What follows belongs to an exercise in optimizing a design on an open flow for a short achievable clock period and few clock cycles; a production flow would make more cautious choices.
Only simulation tests tie the RTL to the original design; equivalence was not proved.
Power and IR drop assume default switching activity.

==> flow/design.v (excerpt) <==
module pipelined_cpu (
    input wire clk,
    input wire rst_n,
    output wire [31:0] instr_addr,
    input  wire [31:0] instr_data,
    output wire [31:0] data_addr,
    output wire [31:0] data_wdata,
    output wire [ 3:0] data_wenable,
    input  wire [31:0] data_rdata
);
  localparam BTB_N = 16;
  localparam BTB_IW = 4;
  localparam BTB_TW = 8;
  localparam BTB_GW = 12;   
  reg  [29:0] pc_f;
  reg         v_d;
  reg  [31:0] instr_d;
  reg  [29:0] off_d;
  reg  [31:1] rs1oh_d, rs2oh_d;
  reg  [31:1] rs1oh_hi_d, rs2oh_hi_d;
  reg  [29:0] pc_d;
  reg         pt_d;
  reg  [29:0] ptgt_d;
  reg         v_e;
  reg  [31:0] a_e, b_e, sd_e;
  reg  [31:0] sha_e;
  reg  [ 4:0] shb_e;
  reg         sub_e;
  reg         sel_add_e, sel_sll_e, sel_sr_e, sel_slt_e, sel_sltu_e;
  reg         sel_xor_e, sel_or_e, sel_and_e, sel_link_e;
  reg         sra_e;
  reg         br_e, jal_e, jalr_e;
  reg  [ 2:0] f3_e;
  reg         ld_e;
  reg  [ 3:0] st_e;
  reg  [ 4:0] rd_e;
  reg         wr_e;
  reg  [29:0] pc_e;
  reg  [29:0] link_e;
  reg  [29:0] tgt_e;
  reg         pt_e;
  reg  [29:0] ptgt_e;
  reg  [31:0] res_m;
  reg  [31:0] addr_m;
  reg  [31:0] sd_m;
  reg  [ 3:0] wen_m;
  reg         ld_m;
  reg  [ 2:0] ldf_m;
  reg  [ 4:0] rd_m;
  reg  [31:1] rdoh_m;
  reg         wr_m;
  reg         redir_m;
  reg         jalr_m;
  reg         taken_m;
  reg  [29:0] jt_m;
  reg  [29:0] tgt_m;
  reg  [29:0] link_m;
  reg         ctl_m;
  reg  [29:0] pc_m;
  wire [31:0] res_e;
  wire [31:0] wnext_m;
  reg  [BTB_N-1:0] btb_v;
  reg  [BTB_TW-1:0] btb_tag[0:BTB_N-1];
  reg  [BTB_GW-1:0] btb_tgt[0:BTB_N-1];
  ...
For scale: about 11000 cells after synthesis, roughly 2300 flip-flops, about 110000 um^2 of cells after synthesis.
==> flow/config.mk <==
export PLATFORM = sky130hd
export DESIGN_NAME = pipelined_cpu
export DESIGN_NICKNAME = pipelined_cpu
export VERILOG_FILES = /design/flow/design.v
export SDC_FILE = /design/flow/constraint.sdc
export NUM_CORES = 4
export LEC_CHECK = 0
export CAP_MARGIN = 20
export CORE_MARGIN = 2
export CORE_UTILIZATION = 45
export PLACE_DENSITY = 0.65
export SLEW_MARGIN = 20
==> flow/constraint.sdc <==
create_clock -name core_clock -period 11.0 [get_ports {clk}]
set_input_delay 2.2000 -clock core_clock [delete_from_list [all_inputs] [get_ports {clk}]]
set_output_delay 2.2000 -clock core_clock [all_outputs]
set_load 0.01 [all_outputs]
standard.sh (not shown) runs the stock make flow with config.mk's settings and CLKGATE_MAP_FILE= SYNTH_SCRIPT=/design/flow/synth_recipe.tcl, a recipe that flattens the netlist after the stock synthesis.
==> flow/flow/run.sh <==
#!/bin/bash
# Standard layout, with repair_timing aiming for more setup slack than the
# flow settings allow (same clock, same constraints), and free to resize
# cells to any drive strength.
set -euo pipefail
bash standard.sh SETUP_SLACK_MARGIN=8 MATCH_CELL_FOOTPRINT=0 finish > standard_flow.log 2>&1
Testbench counts at the start, summed over its fixed seeds: cycles 478,929.
Then changed:
--- a/flow/flow/run.sh
+++ b/flow/flow/run.sh
@@ -5,2 +5,2 @@
 set -euo pipefail
-bash standard.sh SETUP_SLACK_MARGIN=8 MATCH_CELL_FOOTPRINT=0 finish > standard_flow.log 2>&1
+bash standard.sh SETUP_SLACK_MARGIN=8.5 MATCH_CELL_FOOTPRINT=0 finish > standard_flow.log 2>&1
=> The new run completed and failed the layout checks on max-capacitance violations, max-slew violations; non-clock buffer count rose by 285; wire length came out higher by a few percent; die area stays the same; register-to-register slack loses 0.19 ns; cell count goes up by a few percent.

Starting RTL as in the previous note.
export LEC_CHECK = 0
export CAP_MARGIN = 20
export CORE_MARGIN = 2
export CORE_UTILIZATION = 45
export PLACE_DENSITY = 0.65
export SLEW_MARGIN = 20
create_clock -name core_clock -period 11.0 [get_ports {clk}]
==> flow/flow/run.sh <==
#!/bin/bash
# Standard layout, with repair_timing aiming for more setup slack than the
# flow settings allow (same clock, same constraints).
set -euo pipefail
bash standard.sh SETUP_SLACK_MARGIN=7.4 finish > standard_flow.log 2>&1
Testbench counts at the start, summed over its fixed seeds: cycles 478,929.
Next try:
==> flow/flow/run.sh (replaced) <==
#!/bin/bash
# Standard layout, with repair_timing aiming for more setup slack than the
# flow settings allow (same clock, same constraints), and free to resize
# cells to any drive strength.
set -euo pipefail
bash standard.sh SETUP_SLACK_MARGIN=8 MATCH_CELL_FOOTPRINT=0 finish > standard_flow.log 2>&1
- CORE_UTILIZATION: 45 -> 40
- PLACE_DENSITY: 0.65 -> 0.6
- The new run ran to the end with no violations
- sequential share of layout area came out lower by 3.3 points
- final cell count climbs by a few percent
- worst setup slack is better by 72 ps
Next try:
==> flow/flow/run.sh (replaced) <==
#!/bin/bash
# Standard layout, with repair_timing aiming for more setup slack than the
# flow settings allow (same clock, same constraints).
set -euo pipefail
bash standard.sh SETUP_SLACK_MARGIN=8 finish > standard_flow.log 2>&1
- CORE_UTILIZATION: 40 -> 45
- PLACE_DENSITY: 0.6 -> 0.65
Clock-buffer cell count is higher by 7.
Hold slack is about the same.
Die area shrinks by 11%.
Flip-flop and latch count is unchanged.
Core utilization grows by 6.0 points.
Sequential share of layout area climbs by 0.10 points.
Sequential power hardly moves.
Maximum frequency barely changes.
First-iteration DRC count goes up by 7.7%.
Global-route usage increases by 3.8 points.
Power shrinks by 1.3%.
Next try:
==> flow/flow/run.sh (replaced) <==
#!/bin/bash
# Standard layout, with repair_timing aiming for more setup slack than the
# flow settings allow (same clock, same constraints), and free to resize
# cells to any drive strength.
set -euo pipefail
bash standard.sh SETUP_SLACK_MARGIN=8 MATCH_CELL_FOOTPRINT=0 finish > standard_flow.log 2>&1
- CORE_UTILIZATION: 45 -> 55
- PLACE_DENSITY: 0.65 -> 0.7
- cell area fell by 2.0%
- hold slack stays flat
- flip-flop and latch count does not change
- sequential share of layout area increases by 0.85 points
- clock-buffer cell count goes down by 53
- sequential power hardly moves
- via count rises by 0.38%
- final cell count decreases by 4.7%
- register-to-register slack is better by 110 ps

## re-timing with driven ports
Ports are ideal in the flow. The routed layouts listed here were re-timed in OpenROAD. Step 1 assumes that a clkbuf_16 drives the clock port and a buf_2 every other input. Step 2 times the ports against the registers' clock, not the clock port: input delays grow and output delays shrink by t, the midpoint of the rising clock arrivals with the driver on. Slacks: no drivers / after step 1 / after step 2; pairs: no drivers / after step 1.
| run | shift t [ns] | setup slack, ns | clock arrival spread, ns |
|---|---|---|---|
| the first run of note 1 | 1.014 | 7.306 / 7.192 / 6.655 | 0.101 / 0.101 |
| the second run of note 1 | 1.050 | 7.185 / 7.161 / 6.656 | 0.102 / 0.101 |
| the first run of note 2 | 1.028 | 7.222 / 7.222 / 6.372 | 0.093 / 0.093 |
| the second run of note 2 | 1.031 | 7.293 / 7.203 / 6.757 | 0.139 / 0.139 |
| the third run of note 2 | 1.044 | 7.300 / 7.208 / 6.558 | 0.097 / 0.097 |
| the fourth run of note 2 | 0.991 | 7.322 / 7.232 / 6.522 | 0.082 / 0.082 |
For the first run of note 2, which loses most, drivers alone change the setup slack by 0.000 ns; drivers and shift together by -0.850 ns.
